Source: an optimization exercise on an open RTL-to-GDS flow (aim: small area). Production flows keep margins and buffers that such runs may drop. Function not checked in this run: the RTL went through the layout flow alone. Power figures rest on the tool's default switching activity, not on a simulated workload. The flow treats the clock pin as an ideal source, which a real chip does not have.

==> design.v <==
module conv(
  input clk,
  input reset,
  input [15:0] pxl_in,
  output [15:0] pxl_out,
  output [9:0] count,
  output valid
);
  reg [15:0] r00;
  reg [15:0] r01;
  reg [15:0] r02;
  reg [15:0] r10;
  reg [15:0] r11;
  reg p_r11_14_1;
  reg [15:0] r12;
  reg p_r12_14_1;
  reg [15:0] r20;
  reg [15:0] r21;
  reg [15:0] r22;
  reg [25*16-1:0] line1;
  wire [15:0] line1_o = line1[25*16-1:24*16];
  reg [25*16-1:0] line2;
  wire [15:0] line2_o = line2[25*16-1:24*16];
  wire s1, c2;
  ha us1 (pxl_in[2], pxl_in[0], s1, c2);
  wire s3, c4;
  fa us3 (pxl_in[3], pxl_in[1], c2, s3, c4);
  wire s5, c6;
  fa us5 (pxl_in[4], pxl_in[2], c4, s5, c6);
  wire s7, c8;
  fa us7 (pxl_in[5], pxl_in[3], c6, s7, c8);
  wire s9, c10;
  fa us9 (pxl_in[6], pxl_in[4], c8, s9, c10);
  wire s11, c12;
  fa us11 (pxl_in[7], pxl_in[5], c10, s11, c12);
  wire s13, c14;
  fa us13 (pxl_in[8], pxl_in[6], c12, s13, c14);
  wire s15, c16;
  fa us15 (pxl_in[9], pxl_in[7], c14, s15, c16);
  wire s17, c18;
  fa us17 (pxl_in[10], pxl_in[8], c16, s17, c18);
  wire s19, c20;
  fa us19 (pxl_in[11], pxl_in[9], c18, s19, c20);
  wire s21, c22;
  fa us21 (pxl_in[12], pxl_in[10], c20, s21, c22);
  wire s23, c24;
  fa us23 (pxl_in[13], pxl_in[11], c22, s23, c24);
  wire s25, c26;
  fa us25 (pxl_in[14], pxl_in[12], c24, s25, c26);
  wire x27;
  xo ux27 (pxl_in[15], pxl_in[13], x27);
  wire x28;
  xo ux28 (x27, c26, x28);
  wire s29, c30;
  ha us29 (pxl_in[1], pxl_in[0], s29, c30);
  wire s31, c32;
  fa us31 (pxl_in[2], pxl_in[1], c30, s31, c32);
  wire s33, c34;
  fa us33 (pxl_in[3], s1, c32, s33, c34);
  wire s35, c36;
  fa us35 (pxl_in[4], s3, c34, s35, c36);
  wire s37, c38;
  fa us37 (pxl_in[5], s5, c36, s37, c38);
  wire s39, c40;
  fa us39 (pxl_in[6], s7, c38, s39, c40);
  wire s41, c42;
  fa us41 (pxl_in[7], s9, c40, s41, c42);
  wire s43, c44;
  fa us43 (pxl_in[8], s11, c42, s43, c44);
  wire s45, c46;
  fa us45 (pxl_in[9], s13, c44, s45, c46);
  wire s47, c48;
  fa us47 (pxl_in[10], s15, c46, s47, c48);
  wire s49, c50;
  fa us49 (pxl_in[11], s17, c48, s49, c50);
  wire s51, c52;
  fa us51 (pxl_in[12], s19, c50, s51, c52);
  wire s53, c54;
  fa us53 (pxl_in[13], s21, c52, s53, c54);
  wire s55, c56;
  fa us55 (pxl_in[14], s23, c54, s55, c56);
  wire x57;
  xo ux57 (pxl_in[15], s25, x57);
  wire x58;
  xo ux58 (x57, c56, x58);
  wire s59, c60;
  ha us59 (pxl_in[0], s39, s59, c60);
  wire s61, c62;
  fa us61 (pxl_in[1], c60, s41, s61, c62);
  wire s63, c64;
  fa us63 (pxl_in[2], s43, c62, s63, c64);
  wire s65, c66;
  fa us65 (pxl_in[3], s45, c64, s65, c66);
  wire s67, c68;
  fa us67 (pxl_in[4], s47, c66, s67, c68);
  wire s69, c70;
  fa us69 (pxl_in[5], s49, c68, s69, c70);
  wire s71, c72;
  fa us71 (pxl_in[6], s51, c70, s71, c72);
  wire s73, c74;
  fa us73 (pxl_in[7], s53, c72, s73, c74);
  wire s75, c76;
  fa us75 (pxl_in[8], s55, c74, s75, c76);
  wire x77;
  xo ux77 (pxl_in[9], x58, x77);
  wire x78;
  xo ux78 (x77, c76, x78);
  wire s79, c80;
  ha us79 (r00[0], pxl_in[0], s79, c80);
  wire s81, c82;
  fa us81 (r00[1], pxl_in[1], c80, s81, c82);
  wire s83, c84;
  fa us83 (r00[2], pxl_in[2], c82, s83, c84);
  wire s85, c86;
  fa us85 (r00[3], pxl_in[3], c84, s85, c86);
  wire i87 = ~s85;
  wire s88, c89;
  ha us88 (pxl_in[0], i87, s88, c89);
  wire s90, c91;
  fa us90 (r00[4], pxl_in[4], c86, s90, c91);
  wire i92 = ~s90;
  wire s93, c94;
  fa us93 (s29, c89, i92, s93, c94);
  wire s95, c96;
  fa us95 (r00[5], pxl_in[5], c91, s95, c96);
  wire i97 = ~s95;
  wire s98, c99;
  fa us98 (s31, c94, i97, s98, c99);
  wire s100, c101;
  fa us100 (r00[6], pxl_in[6], c96, s100, c101);
  wire i102 = ~s100;
  wire s103, c104;
  fa us103 (s33, i102, c99, s103, c104);
  wire s105, c106;
  fa us105 (r00[7], pxl_in[7], c101, s105, c106);
  wire i107 = ~s105;
  wire s108, c109;
  fa us108 (s35, i107, c104, s108, c109);
  wire s110, c111;
  fa us110 (r00[8], pxl_in[8], c106, s110, c111);
  wire i112 = ~s110;
  wire s113, c114;
  fa us113 (s37, i112, c109, s113, c114);
  wire s115, c116;
  fa us115 (r00[9], pxl_in[9], c111, s115, c116);
  wire i117 = ~s115;
  wire s118, c119;
  fa us118 (s39, i117, c114, s118, c119);
  wire s120, c121;
  fa us120 (r00[10], pxl_in[10], c116, s120, c121);
  wire i122 = ~s120;
  wire s123, c124;
  fa us123 (s41, i122, c119, s123, c124);
  wire s125, c126;
  fa us125 (r00[11], pxl_in[11], c121, s125, c126);
  wire i127 = ~s125;
  wire s128, c129;
  fa us128 (s43, i127, c124, s128, c129);
  wire s130, c131;
  fa us130 (r00[12], pxl_in[12], c126, s130, c131);
  wire i132 = ~s130;
  wire s133, c134;
  fa us133 (s45, i132, c129, s133, c134);
  wire s135, c136;
  fa us135 (r00[13], pxl_in[13], c131, s135, c136);
  wire i137 = ~s135;
  wire s138, c139;
  fa us138 (s47, i137, c134, s138, c139);
  wire s140, c141;
  fa us140 (r00[14], pxl_in[14], c136, s140, c141);
  wire i142 = ~s140;
  wire s143, c144;
  fa us143 (s49, i142, c139, s143, c144);
  wire x145;
  xo ux145 (r00[15], pxl_in[15], x145);
  wire x146;
  xo ux146 (x145, s51, x146);
  wire x147;
  xo ux147 (x146, c141, x147);
  wire x148;
  xo ux148 (x147, c144, x148);
  wire i149 = ~r01[0];
  wire s150, c151;
  ha us150 (i149, pxl_in[0], s150, c151);
  wire i152 = ~r01[1];
  wire s153, c154;
  fa us153 (i152, pxl_in[1], c151, s153, c154);
  wire i155 = ~r01[2];
  wire s156, c157;
  fa us156 (i155, s1, c154, s156, c157);
  wire s158, c159;
  fa us158 (r01[3], s3, c157, s158, c159);
  wire i160 = ~pxl_in[0];
  wire s161, c162;
  ha us161 (i160, s158, s161, c162);
  wire s163, c164;
  fa us163 (r01[4], s5, c159, s163, c164);
  wire i165 = ~pxl_in[1];
  wire s166, c167;
  fa us166 (i165, c162, s163, s166, c167);
  wire s168, c169;
  fa us168 (r01[5], s7, c164, s168, c169);
  wire i170 = ~s1;
  wire s171, c172;
  fa us171 (i170, c167, s168, s171, c172);
  wire s173, c174;
  fa us173 (r01[6], s9, c169, s173, c174);
  wire i175 = ~s3;
  wire s176, c177;
  fa us176 (i175, s173, c172, s176, c177);
  wire s178, c179;
  fa us178 (r01[7], s11, c174, s178, c179);
  wire i180 = ~s5;
  wire s181, c182;
  fa us181 (i180, s178, c177, s181, c182);
  wire s183, c184;
  fa us183 (r01[8], s13, c179, s183, c184);
  wire i185 = ~s7;
  wire s186, c187;
  fa us186 (i185, s183, c182, s186, c187);
  wire s188, c189;
  fa us188 (r01[9], s15, c184, s188, c189);
  wire i190 = ~s9;
  wire s191, c192;
  fa us191 (i190, s188, c187, s191, c192);
  wire s193, c194;
  fa us193 (r01[10], s17, c189, s193, c194);
  wire i195 = ~s11;
  wire s196, c197;
  fa us196 (i195, s193, c192, s196, c197);
  wire s198, c199;
  fa us198 (r01[11], s19, c194, s198, c199);
  wire i200 = ~s13;
  wire s201, c202;
  fa us201 (i200, s198, c197, s201, c202);
  wire s203, c204;
  fa us203 (r01[12], s21, c199, s203, c204);
  wire i205 = ~s15;
  wire s206, c207;
  fa us206 (i205, s203, c202, s206, c207);
  wire s208, c209;
  fa us208 (r01[13], s23, c204, s208, c209);
  wire i210 = ~s17;
  wire s211, c212;
  fa us211 (i210, s208, c207, s211, c212);
  wire s213, c214;
  fa us213 (r01[14], s25, c209, s213, c214);
  wire i215 = ~s19;
  wire s216, c217;
  fa us216 (i215, s213, c212, s216, c217);
  wire x218;
  xo ux218 (r01[15], s21, x218);
  wire x219;
  xo ux219 (x218, x28, x219);
  wire x220;
  xo ux220 (x219, c214, x220);
  wire x221;
  xo ux221 (x220, c217, x221);
  wire s222, c223;
  ha us222 (line1_o[0], pxl_in[0], s222, c223);
  wire s224, c225;
  fa us224 (line1_o[1], c223, s29, s224, c225);
  wire s226, c227;
  fa us226 (line1_o[2], s31, c225, s226, c227);
  wire s228, c229;
  fa us228 (line1_o[3], pxl_in[0], s33, s228, c229);
  wire s230, c231;
  ha us230 (c227, s228, s230, c231);
  wire s232, c233;
  fa us232 (line1_o[4], pxl_in[1], s35, s232, c233);
  wire s234, c235;
  fa us234 (c229, c231, s232, s234, c235);
  wire s236, c237;
  fa us236 (line1_o[5], s1, s37, s236, c237);
  wire s238, c239;
  fa us238 (c233, c235, s236, s238, c239);
  wire s240, c241;
  fa us240 (line1_o[6], s3, s39, s240, c241);
  wire s242, c243;
  fa us242 (c237, s240, c239, s242, c243);
  wire s244, c245;
  fa us244 (line1_o[7], s5, s41, s244, c245);
  wire s246, c247;
  fa us246 (c241, s244, c243, s246, c247);
  wire s248, c249;
  fa us248 (line1_o[8], s7, s43, s248, c249);
  wire s250, c251;
  fa us250 (c245, s248, c247, s250, c251);
  wire s252, c253;
  fa us252 (line1_o[9], s9, s45, s252, c253);
  wire s254, c255;
  fa us254 (c249, s252, c251, s254, c255);
  wire s256, c257;
  fa us256 (line1_o[10], s11, s47, s256, c257);
  wire s258, c259;
  fa us258 (c253, s256, c255, s258, c259);
  wire s260, c261;
  fa us260 (line1_o[11], s13, s49, s260, c261);
  wire s262, c263;
  fa us262 (c257, s260, c259, s262, c263);
  wire s264, c265;
  fa us264 (line1_o[12], s15, s51, s264, c265);
  wire s266, c267;
  fa us266 (c261, s264, c263, s266, c267);
  wire s268, c269;
  fa us268 (line1_o[13], s17, s53, s268, c269);
  wire s270, c271;
  fa us270 (c265, s268, c267, s270, c271);
  wire s272, c273;
  fa us272 (line1_o[14], s19, s55, s272, c273);
  wire s274, c275;
  fa us274 (c269, s272, c271, s274, c275);
  wire x276;
  xo ux276 (line1_o[15], s21, x276);
  wire x277;
  xo ux277 (x276, x58, x277);
  wire x278;
  xo ux278 (x277, c273, x278);
  wire x279;
  xo ux279 (x278, c275, x279);
  wire s280, c281;
  ha us280 (r10[0], i160, s280, c281);
  wire i282 = ~s29;
  wire s283, c284;
  fa us283 (r10[1], c281, i282, s283, c284);
  wire i285 = ~s31;
  wire s286, c287;
  fa us286 (r10[2], i285, c284, s286, c287);
  wire i288 = ~s33;
  wire s289, c290;
  fa us289 (r10[3], i288, c287, s289, c290);
  wire i291 = ~s35;
  wire s292, c293;
  fa us292 (r10[4], i291, c290, s292, c293);
  wire s294, c295;
  fa us294 (r10[5], pxl_in[0], c293, s294, c295);
  wire i296 = ~s37;
  wire s297, c298;
  ha us297 (i296, s294, s297, c298);
  wire s299, c300;
  fa us299 (r10[6], pxl_in[1], c295, s299, c300);
  wire i301 = ~s39;
  wire s302, c303;
  fa us302 (i301, c298, s299, s302, c303);
  wire s304, c305;
  fa us304 (r10[7], pxl_in[2], c300, s304, c305);
  wire i306 = ~s41;
  wire s307, c308;
  fa us307 (i306, c303, s304, s307, c308);
  wire s309, c310;
  fa us309 (r10[8], pxl_in[3], c305, s309, c310);
  wire i311 = ~s43;
  wire s312, c313;
  fa us312 (i311, s309, c308, s312, c313);
  wire s314, c315;
  fa us314 (r10[9], pxl_in[4], c310, s314, c315);
  wire i316 = ~s45;
  wire s317, c318;
  fa us317 (i316, s314, c313, s317, c318);
  wire s319, c320;
  fa us319 (r10[10], pxl_in[5], c315, s319, c320);
  wire i321 = ~s47;
  wire s322, c323;
  fa us322 (i321, s319, c318, s322, c323);
  wire s324, c325;
  fa us324 (r10[11], pxl_in[6], c320, s324, c325);
  wire i326 = ~s49;
  wire s327, c328;
  fa us327 (i326, s324, c323, s327, c328);
  wire s329, c330;
  fa us329 (r10[12], pxl_in[7], c325, s329, c330);
  wire i331 = ~s51;
  wire s332, c333;
  fa us332 (i331, s329, c328, s332, c333);
  wire s334, c335;
  fa us334 (r10[13], pxl_in[8], c330, s334, c335);
  wire i336 = ~s53;
  wire s337, c338;
  fa us337 (i336, s334, c333, s337, c338);
  wire s339, c340;
  fa us339 (r10[14], pxl_in[9], c335, s339, c340);
  wire i341 = ~s55;
  wire s342, c343;
  ha us342 (i341, s339, s342, c343);
  wire x344;
  xo ux344 (r10[15], pxl_in[10], x344);
  wire x345;
  xo ux345 (x344, x58, x345);
  wire x346;
  xo ux346 (x345, c340, x346);
  wire x347;
  xo ux347 (x346, c343, x347);
  wire s348, c349;
  ha us348 (r11[0], i160, s348, c349);
  wire s350, c351;
  fa us350 (r11[1], c349, i282, s350, c351);
  wire s352, c353;
  fa us352 (r11[2], i285, c351, s352, c353);
  wire s354, c355;
  fa us354 (r11[3], pxl_in[0], c353, s354, c355);
  wire s356, c357;
  ha us356 (i288, s354, s356, c357);
  wire s358, c359;
  fa us358 (r11[4], pxl_in[1], c355, s358, c359);
  wire s360, c361;
  fa us360 (i291, c357, s358, s360, c361);
  wire s362, c363;
  fa us362 (r11[5], s1, c359, s362, c363);
  wire s364, c365;
  fa us364 (i296, c361, s362, s364, c365);
  wire s366, c367;
  fa us366 (r11[6], s3, c363, s366, c367);
  wire s368, c369;
  fa us368 (i301, s366, c365, s368, c369);
  wire s370, c371;
  fa us370 (r11[7], s5, c367, s370, c371);
  wire s372, c373;
  fa us372 (i306, s370, c369, s372, c373);
  wire s374, c375;
  fa us374 (r11[8], s7, c371, s374, c375);
  wire s376, c377;
  fa us376 (i311, s374, c373, s376, c377);
  wire s378, c379;
  fa us378 (r11[9], s9, c375, s378, c379);
  wire s380, c381;
  fa us380 (i316, s378, c377, s380, c381);
  wire s382, c383;
  fa us382 (r11[10], s11, c379, s382, c383);
  wire s384, c385;
  fa us384 (i321, s382, c381, s384, c385);
  wire s386, c387;
  fa us386 (r11[11], s13, c383, s386, c387);
  wire s388, c389;
  fa us388 (i326, s386, c385, s388, c389);
  wire s390, c391;
  fa us390 (r11[12], s15, c387, s390, c391);
  wire s392, c393;
  fa us392 (i331, s390, c389, s392, c393);
  wire s394, c395;
  fa us394 (r11[13], s17, c391, s394, c395);
  wire s396, c397;
  fa us396 (i336, s394, c393, s396, c397);
  wire s398, c399;
  fa us398 (r11[14], p_r11_14_1, s19, s398, c399);
  wire s400, c401;
  fa us400 (s398, i341, c395, s400, c401);
  wire x402;
  xo ux402 (r11[15], s21, x402);
  wire x403;
  xo ux403 (c399, x402, x403);
  wire x404;
  xo ux404 (x403, x58, x404);
  wire x405;
  xo ux405 (x404, c401, x405);
  wire s406, c407;
  ha us406 (r12[14], p_r12_14_1, s406, c407);
  wire x408;
  xo ux408 (r12[15], c407, x408);
  wire s409, c410;
  ha us409 (line2_o[3], i160, s409, c410);
  wire s411, c412;
  fa us411 (line2_o[4], i165, c410, s411, c412);
  wire s413, c414;
  fa us413 (line2_o[5], i170, c412, s413, c414);
  wire s415, c416;
  fa us415 (line2_o[6], i175, c414, s415, c416);
  wire s417, c418;
  fa us417 (line2_o[7], i180, c416, s417, c418);
  wire s419, c420;
  fa us419 (line2_o[8], i185, c418, s419, c420);
  wire s421, c422;
  fa us421 (line2_o[9], i190, c420, s421, c422);
  wire s423, c424;
  fa us423 (line2_o[10], i195, c422, s423, c424);
  wire s425, c426;
  fa us425 (line2_o[11], i200, c424, s425, c426);
  wire s427, c428;
  fa us427 (line2_o[12], i205, c426, s427, c428);
  wire s429, c430;
  fa us429 (line2_o[13], i210, c428, s429, c430);
  wire s431, c432;
  fa us431 (line2_o[14], i215, c430, s431, c432);
  wire x433;
  xo ux433 (line2_o[15], s21, x433);
  wire x434;
  xo ux434 (x433, c432, x434);
  wire s435, c436;
  ha us435 (r20[0], pxl_in[0], s435, c436);
  wire s437, c438;
  fa us437 (r20[1], pxl_in[1], c436, s437, c438);
  wire s439, c440;
  fa us439 (r20[2], pxl_in[2], c438, s439, c440);
  wire s441, c442;
  fa us441 (r20[3], pxl_in[3], pxl_in[0], s441, c442);
  wire s443, c444;
  ha us443 (s441, c440, s443, c444);
  wire s445, c446;
  fa us445 (r20[4], pxl_in[4], s29, s445, c446);
  wire s447, c448;
  fa us447 (c442, s445, c444, s447, c448);
  wire s449, c450;
  fa us449 (r20[5], pxl_in[5], s31, s449, c450);
  wire s451, c452;
  fa us451 (c446, s449, c448, s451, c452);
  wire s453, c454;
  fa us453 (r20[6], pxl_in[6], c450, s453, c454);
  wire s455, c456;
  fa us455 (s33, s453, c452, s455, c456);
  wire s457, c458;
  fa us457 (r20[7], pxl_in[7], c454, s457, c458);
  wire s459, c460;
  fa us459 (s35, s457, c456, s459, c460);
  wire s461, c462;
  fa us461 (r20[8], pxl_in[8], c458, s461, c462);
  wire s463, c464;
  fa us463 (s37, s461, c460, s463, c464);
  wire s465, c466;
  fa us465 (r20[9], pxl_in[9], c462, s465, c466);
  wire s467, c468;
  fa us467 (s39, s465, c464, s467, c468);
  wire s469, c470;
  fa us469 (r20[10], pxl_in[10], s41, s469, c470);
  wire s471, c472;
  fa us471 (c466, s469, c468, s471, c472);
  wire s473, c474;
  fa us473 (r20[11], pxl_in[11], s43, s473, c474);
  wire s475, c476;
  fa us475 (c470, s473, c472, s475, c476);
  wire s477, c478;
  fa us477 (r20[12], pxl_in[12], s45, s477, c478);
  wire s479, c480;
  fa us479 (c474, s477, c476, s479, c480);
  wire s481, c482;
  fa us481 (r20[13], pxl_in[13], s47, s481, c482);
  wire s483, c484;
  fa us483 (c478, s481, c480, s483, c484);
  wire s485, c486;
  fa us485 (r20[14], pxl_in[14], s49, s485, c486);
  wire s487, c488;
  fa us487 (c482, s485, c484, s487, c488);
  wire x489;
  xo ux489 (r20[15], pxl_in[15], x489);
  wire x490;
  xo ux490 (x489, s51, x490);
  wire x491;
  xo ux491 (c486, x490, x491);
  wire x492;
  xo ux492 (x491, c488, x492);
  wire s493, c494;
  ha us493 (r21[1], i160, s493, c494);
  wire s495, c496;
  fa us495 (r21[2], c494, i282, s495, c496);
  wire s497, c498;
  fa us497 (r21[3], i285, c496, s497, c498);
  wire s499, c500;
  fa us499 (r21[4], i288, c498, s499, c500);
  wire s501, c502;
  fa us501 (r21[5], i291, c500, s501, c502);
  wire s503, c504;
  fa us503 (r21[6], i296, c502, s503, c504);
  wire s505, c506;
  fa us505 (r21[7], i301, c504, s505, c506);
  wire s507, c508;
  fa us507 (r21[8], i306, c506, s507, c508);
  wire s509, c510;
  fa us509 (r21[9], i311, c508, s509, c510);
  wire s511, c512;
  fa us511 (r21[10], i316, c510, s511, c512);
  wire s513, c514;
  fa us513 (r21[11], i321, c512, s513, c514);
  wire s515, c516;
  fa us515 (r21[12], i326, c514, s515, c516);
  wire s517, c518;
  fa us517 (r21[13], i331, c516, s517, c518);
  wire s519, c520;
  fa us519 (r21[14], i336, c518, s519, c520);
  wire x521;
  xo ux521 (r21[15], s55, x521);
  wire x522;
  xo ux522 (c520, x521, x522);
  assign pxl_out[0] = ~r22[0];
  wire c525;
  ha us524 (r22[1], r22[0], pxl_out[1], c525);
  wire c527;
  xn us526 (r22[2], c525, pxl_out[2]);
  o2 uc527 (r22[2], c525, c527);
  wire c529;
  ha us528 (r22[3], c527, pxl_out[3], c529);
  wire c531;
  xn us530 (r22[4], c529, pxl_out[4]);
  o2 uc531 (r22[4], c529, c531);
  wire c533;
  ha us532 (r22[5], c531, pxl_out[5], c533);
  wire c535;
  ha us534 (r22[6], c533, pxl_out[6], c535);
  wire c537;
  ha us536 (r22[7], c535, pxl_out[7], c537);
  wire c539;
  ha us538 (r22[8], c537, pxl_out[8], c539);
  wire c541;
  ha us540 (r22[9], c539, pxl_out[9], c541);
  wire c543;
  ha us542 (r22[10], c541, pxl_out[10], c543);
  wire c545;
  ha us544 (r22[11], c543, pxl_out[11], c545);
  wire c547;
  ha us546 (r22[12], c545, pxl_out[12], c547);
  wire c549;
  ha us548 (r22[13], c547, pxl_out[13], c549);
  wire c551;
  ha us550 (r22[14], c549, pxl_out[14], c551);
  xo ux552 (r22[15], c551, pxl_out[15]);
  wire [15:0] line1_i = {r02[15], r02[14], r02[13], r02[12], r02[11], r02[10], r02[9], r02[8], r02[7], r02[6], r02[5], r02[4], r02[3], r02[2], r02[1], r02[0]};
  wire [15:0] line2_i = {x408, s406, r12[13], r12[12], r12[11], r12[10], r12[9], r12[8], r12[7], r12[6], r12[5], r12[4], r12[3], r12[2], r12[1], r12[0]};
  always @(posedge clk) begin
    r00 <= {x78, s75, s73, s71, s69, s67, s65, s63, s61, s59, s37, s35, s33, s31, s29, pxl_in[0]};
    r01 <= {x148, s143, s138, s133, s128, s123, s118, s113, s108, s103, s98, s93, s88, s83, s81, s79};
    r02 <= {x221, s216, s211, s206, s201, s196, s191, s186, s181, s176, s171, s166, s161, s156, s153, s150};
    r10 <= {x279, s274, s270, s266, s262, s258, s254, s250, s246, s242, s238, s234, s230, s226, s224, s222};
    r11 <= {x347, s342, s337, s332, s327, s322, s317, s312, s307, s302, s297, s292, s289, s286, s283, s280};
    p_r11_14_1 <= c338;
    r12 <= {x405, s400, s396, s392, s388, s384, s380, s376, s372, s368, s364, s360, s356, s352, s350, s348};
    p_r12_14_1 <= c397;
    r20 <= {x434, s431, s429, s427, s425, s423, s421, s419, s417, s415, s413, s411, s409, line2_o[2], line2_o[1], line2_o[0]};
    r21 <= {x492, s487, s483, s479, s475, s471, s467, s463, s459, s455, s451, s447, s443, s439, s437, s435};
    r22 <= {x522, s519, s517, s515, s513, s511, s509, s507, s505, s503, s501, s499, s497, s495, s493, r21[0]};
    line1 <= {line1[24*16-1:0], line1_i};
    line2 <= {line2[24*16-1:0], line2_i};
  end
  reg [9:0] counter;
  wire [10:0] cy;
  wire [9:0] cn;
  assign cy[0] = 1'b1;
  genvar gi;
  generate for (gi = 0; gi < 10; gi = gi + 1) begin : inc
    assign cn[gi] = counter[gi] ^ cy[gi];
    assign cy[gi+1] = counter[gi] & cy[gi];
  end endgenerate
  always @(posedge clk) begin
    if (reset) counter <= 10'd0;
    else counter <= cn;
  end
  assign count = counter;
  wire [7:0] ce = counter[9:2];
  wire [1:0] w1 = ce[0] + ce[3] + ce[6];
  wire [1:0] w2 = ce[1] + ce[4] + ce[7];
  wire [1:0] w4 = ce[2] + ce[5];
  wire [4:0] vs7 = w1 + {w2, 1'b0} + {w4, 2'b0};
  wire m0 = (vs7 == 5'd0) | (vs7 == 5'd7) | (vs7 == 5'd14);
  wire ge = (|ce[7:4]) | (&ce[3:0]);
  wire le = (ce <= 8'd196);
  assign valid = ge & le & ~(counter[1] & m0);
endmodule
module fa(input a, input b, input c, output s, output co);
  assign s = a ^ b ^ c;
  assign co = (a & b) | (c & (a ^ b));
endmodule
module ha(input a, input b, output s, output co);
  assign s = a ^ b;
  assign co = a & b;
endmodule
module xo(input a, input b, output s);
  assign s = a ^ b;
endmodule
module xn(input a, input b, output s);
  assign s = ~(a ^ b);
endmodule
module o2(input a, input b, output s);
  assign s = a | b;
endmodule
==> flow/run.sh <==
#!/bin/bash
# The standard layout (standard.sh) with two changes: the port buffers are
# the two-strength buffer cell (buf_2), and clock tree synthesis puts up to 33 flip-flops
# (within 90 um) on one leaf buffer and adds no dummy loads.
# ORFS writes each step's full log under orfs/logs/; make's output goes to
# standard.log.
set -euo pipefail
export BUFFER_PORTS_ARGS="-buffer_cell sky130_fd_sc_hd__buf_2"
export CTS_ARGS="-sink_clustering_enable -repair_clock_nets -dont_use_dummy_load -sink_clustering_size 33 -sink_clustering_max_diameter 90"
bash standard.sh > standard.log 2>&1
==> standard.sh <==
#!/bin/bash
# synth_recipe.tcl (not shown) runs the flow's synth.tcl, then flattens the netlist and writes it again
# the make line also repeats each setting of config.mk as NAME=value (left out here)
make -C /OpenROAD-flow-scripts/flow DESIGN_CONFIG=/design/flow/config.mk WORK_HOME=/design/flow/orfs CLKGATE_MAP_FILE= SYNTH_SCRIPT=/design/flow/synth_recipe.tcl "${@:-finish}"
==> config.mk <==
export PLATFORM = sky130hd
export DESIGN_NAME = conv
export DESIGN_NICKNAME = conv
export VERILOG_FILES = /design/flow/design.v
export SDC_FILE = /design/flow/constraint.sdc
export NUM_CORES = 4
export LEC_CHECK = 0
export ABC_AREA = 0
export CAP_MARGIN = 0
export CORE_MARGIN = 2
export CORE_UTILIZATION = 40
export CTS_CLUSTER_DIAMETER = 150
export CTS_CLUSTER_SIZE = 25
export GPL_TIMING_DRIVEN = 0
export SLEW_MARGIN = 0
export SYNTH_HIERARCHICAL = 1
==> constraint.sdc <==
create_clock -name core_clock -period 7.5 [get_ports {clk}]
set_input_delay 1.5000 -clock core_clock [delete_from_list [all_inputs] [get_ports {clk}]]
set_output_delay 1.5000 -clock core_clock [all_outputs]
set_load 0.01 [all_outputs]
==> impl_metrics.prom <==
# TYPE chip_impl_metric gauge
chip_impl_metric{name="clk_transition_reported_paths",unit="ps"} 110
chip_impl_metric{name="setup_viol",unit=""} 0
chip_impl_metric{name="timing.critical_path.required",unit="ps"} 7970
chip_impl_metric{name="ctsLongestPathBuffers",unit=""} 3
chip_impl_metric{name="final_hold_viol_count",unit=""} 0
chip_impl_metric{name="synthesis.nets",unit=""} 1589
chip_impl_metric{name="gp_routability_congestion",unit=""} 0.745
chip_impl_metric{name="syn_inst",unit=""} 1323
chip_impl_info{name="synth_area_leaders",value="dfxtp_1 (78%), fa_1 (17%), ha_1 (2.1%)"} 1
chip_impl_metric{name="drtAntennaViolNets",unit=""} 0
chip_impl_metric{name="first_global_vias",unit=""} 9497
chip_impl_metric{name="synth.mux.area_fraction",unit="%"} 0
chip_impl_metric{name="share_of_synthesized_area_occupied_by_flip_flops_and_latches",unit="%"} 78.0
chip_impl_metric{name="post-route-period-util",unit="%"} 98.5
chip_impl_metric{name="grt_antenna_before_repair",unit=""} 1
chip_impl_metric{name="synthesis.area",unit="um^2"} 24500
chip_impl_metric{name="timing_worst_slew_pin_value",unit="ps"} 400
chip_impl_metric{name="initial_core_util",unit="%"} 40.6
chip_impl_metric{name="viasPerCell",unit=""} 3.93
chip_impl_metric{name="fmaxAchievable",unit="MHz"} 135
chip_impl_metric{name="synth-compound-area-share",unit="%"} 0.184
chip_impl_info{name="regToRegStartpoint",value="r01[0]"} 1
chip_impl_metric{name="layout.cells.non_filler",unit=""} 2220
chip_impl_info{name="tritoncts",value="built"} 1
chip_impl_metric{name="wire_per_inst",unit="um"} 13.9
chip_impl_metric{name="cts_max_level",unit=""} 2
chip_impl_info{name="hold_class",value="flop to flop"} 1
chip_impl_metric{name="p_leak",unit="nW"} 11.2
chip_impl_metric{name="drt_wl_total",unit="um"} 30800
chip_impl_metric{name="final.setup_skew",unit="ps"} 24.8
chip_impl_info{name="cts-root-buf",value="clkbuf_16"} 1
chip_impl_info{name="regToRegEndpoint",value="r02[15]"} 1
chip_impl_metric{name="synth_top_cell_area_share",unit="%"} 78.0
chip_impl_metric{name="synth-xor-area-share",unit="%"} 1.43
chip_impl_metric{name="final_design_area_no_fill",unit="um^2"} 27200
chip_impl_info{name="synth_largest_area_cell",value="dfxtp_1"} 1
chip_impl_metric{name="placeableCoreArea",unit="um^2"} 60500
chip_impl_metric{name="placedInstanceArea",unit="um^2"} 25900
chip_impl_info{name="crit_type",value="primary input to flop"} 1
chip_impl_metric{name="setup.reg_to_reg.worst_slack",unit="ps"} 1070
chip_impl_metric{name="antenna_cells_inserted",unit=""} 0
chip_impl_metric{name="maximum_number_of_pins_on_one_net_before_global_route_repair",unit=""} 34
chip_impl_metric{name="cts.hold.buffers_added",unit=""} 0
chip_impl_info{name="crit_path_start",value="pxl_in[1]"} 1
chip_impl_metric{name="maxCapViolations",unit=""} 0
chip_impl_metric{name="final-max-slew-violation-count",unit=""} 0
chip_impl_metric{name="synthToLayoutAreaGrowth",unit="%"} 10.9
chip_impl_metric{name="slew_headroom",unit="%"} 73.3
chip_impl_metric{name="die_width",unit="um"} 252
chip_impl_metric{name="r2r.worst_path.cells",unit=""} 18
chip_impl_metric{name="synth_simple_gate_area_share",unit="%"} 0.673
chip_impl_info{name="setup_repair_after_global_routing_missed_its_margin",value="true"} 1
chip_impl_metric{name="die_y",unit="um"} 252
chip_impl_metric{name="cts_bufs_inserted",unit=""} 35
chip_impl_metric{name="worstPathMaxFanout",unit=""} 5
chip_impl_metric{name="peakVddDrop",unit="mV"} 0.246
chip_impl_info{name="synth_top_family_by_area",value="adder cells"} 1
chip_impl_metric{name="design.portCount",unit=""} 45
chip_impl_metric{name="cp_data_arrival_time",unit="ps"} 7860
chip_impl_info{name="critPathCaptureType",value="flop"} 1
chip_impl_metric{name="core.rowCount",unit=""} 90
chip_impl_metric{name="vias_post_dr",unit=""} 8725
chip_impl_metric{name="dpl.hpwl",unit="um"} 20300
chip_impl_metric{name="drcViolationCount",unit=""} 0
chip_impl_metric{name="dieArea",unit="um^2"} 63300
chip_impl_metric{name="placed_cells",unit=""} 2149
chip_impl_metric{name="numClockSinks",unit=""} 956
chip_impl_metric{name="drt_first_iter_violations",unit=""} 290
chip_impl_info{name="worstSetupStartpointType",value="primary input"} 1
chip_impl_metric{name="yosys.cell_types.count",unit=""} 23
chip_impl_info{name="layout_top_registers",value="line1 (400), line2 (400)"} 1
chip_impl_metric{name="drive_above_1_share",unit="%"} 14.3
chip_impl_metric{name="finalNetCount",unit=""} 1706
chip_impl_metric{name="syn_area_per_cell",unit="um^2"} 18.5
chip_impl_metric{name="grt_overflow_total",unit=""} 0
chip_impl_metric{name="timing.final.crit_period",unit="ps"} 7390
chip_impl_info{name="crit_path_end",value="r10[15]"} 1
chip_impl_metric{name="number_of_search_and_repair_iterations_in_the_first_detailed_routing_pass",unit=""} 4
chip_impl_metric{name="pwr_density_cell",unit="nW/um^2"} 507
chip_impl_metric{name="globalRouteTotalUtil",unit="%"} 10.4
chip_impl_metric{name="insertion_delay",unit="ps"} 580
chip_impl_metric{name="yosysWarningCount",unit=""} 7
chip_impl_info{name="run_status",value="no timing/DRC/antenna violations"} 1
chip_impl_metric{name="share_of_synthesized_cell_area_in_full_adder_half_adder_and_majority_cells",unit="%"} 19.0
chip_impl_info{name="origin_of_the_worst_min_delay_path",value="line2[166]"} 1
chip_impl_metric{name="synth-seq-cells",unit=""} 956
chip_impl_metric{name="grt_pass1_wl",unit="um"} 52100
chip_impl_metric{name="portBuffers",unit=""} 44
-- report_power, final --
group	internal (mW)	switching, mW
logic	1.50	1.57
registers	7.78	0.725
clock network	0.851	1.36
-- logic make-up after synthesis --
family                   count (synthesis)
flip-flops                             956
adder cells (fa/ha/maj)                248
buffers and inverters                   47
XOR/XNOR                                40
AND/OR/NAND/NOR                         27
AO/OA/AOI/OAI                            5
-- per-module statistics from Yosys, one instance, submodules excluded --
module / cell area, um^2 / cells inside / copies in the design
xo: 8.76 / 1 / 36
fa: 20.0 / 1 / 204
ha: 12.5 / 1 / 31
conv: 19700 / 1048 / 1
xn: 8.76 / 1 / 2
o2: 6.26 / 1 / 2
-- critical path, cell delays in order --
cell and delay, ps:
buf_16 120, ha_4 150, fa_2 340, fa_2 370, fa_2 370, fa_2 380
fa_2 400, fa_2 370, fa_2 690, fa_1 480, fa_2 380, fa_2 350
fa_2 340, fa_2 340, fa_2 360, fa_2 370, fa_2 360, xor2_1 160
-- area by class of cell --
cell class	count	area (um^2)
repair buffers	80	579
flip-flops and latches	956	19100
clock buffers	35	876
inverters	47	180
well taps	782	978
fillers	5139	33300
multi-input cells	320	5440
-- worst min path at each step --
stage                      end  depth (start not counted)
floorplan             line1[0]                          0
global placement    line2[194]                          0
detailed placement  line1[140]                          0
CTS                 line2[182]                          0
global route         line2[40]                          0
finish              line2[182]                          0
-- repair_timing --
action | CTS | global route
gates resized for setup | 12 | 12
setup buffers | 2 | 32
setup endpoints to repair | 12 | 8
cloned | 0 | 2
pin swaps | 2 | 19
-- synth_stat cells --
master	count
o21ai_0	1
nand2_1	2
nand4_1	1
and4b_4	1
a211oi_2	1
nor4_1	1
and2_1	1
xor2_1	37
nor3_1	1
o311a_1	2
dfxtp_1	956
ha_1	42
xnor2_1	3
a21o_1	1
inv_1	47
nand3b_1	2
nor2b_1	9
or2_1	2
or3_1	1
nor2_1	3
nand3_1	2
nand4b_1	1
fa_1	206
-- layout by cell type, fill, tap and decap left out, types with 2 or more instances in the layout --
| cell | n |
|---|---|
| nor2b_1 | 9 |
| buf_4 | 34 |
| xor2_1 | 36 |
| fa_2 | 82 |
| xnor2_1 | 3 |
| or2_1 | 2 |
| nand3b_1 | 2 |
| o311a_1 | 2 |
| inv_2 | 2 |
| inv_1 | 44 |
| clkbuf_16 | 37 |
| nand3_1 | 2 |
| nand2_1 | 2 |
| nor2_1 | 3 |
| dfxtp_1 | 956 |
| buf_2 | 40 |
| buf_16 | 2 |
| ha_1 | 40 |
| fa_1 | 124 |
-- per-layer routing --
metal,GRT usage [%],part of all wire [%]
met1,15.4,52
met2,15.5,43
met3,2.00,3.1
met4,3.28,2.2
met5,0,0.052
-- per-stage QoR --
stage | TNS, ps | utilization, % | hold WS [ps] | setup WS, ps | power, mW
3_3_place_gp | -15300 | 42.9 | 310 | -1000 | 11.7
3_5_place_dp | -15330 | 42.9 | 312 | -950 | 11.7
4_1_cts | 0 | 44.4 | 318 | 5.37 | 14.1
6_report | 0 | 45.0 | 312 | 114 | 13.8
5_1_grt | -49.3 | 45.0 | 330 | -45.3 | 15.0
2_1_floorplan | -206 | - | 310 | -133 | 10.4

afterwards: timing with drivers on the ports:
No port has a modelled driver above. Below, the same layout with a new extraction and two added sets of constraints. Step 1: set_driving_cell puts a clkbuf_16 on clk and a buf_2 on each other input, an assumption about the parent block. Step 2 times the ports against the registers' clock, not the clock port: input delays grow and output delays shrink by t, the midpoint of the rising clock arrivals with the driver on. Slacks: no drivers / after step 1 / after step 2; pairs: no drivers / after step 1.
t, ns: 0.617
setup slack, ns: 0.114 / 0.063 / -0.554
worst setup path at the end: input to register
worst data-port slew with drivers (ns): 0.16
pins driven straight from the clock port: 1
Met with ideal ports but missed after step 2: setup timing in this run. For this run, drivers alone change the setup slack by -0.051 ns; drivers and shift together by -0.668 ns.
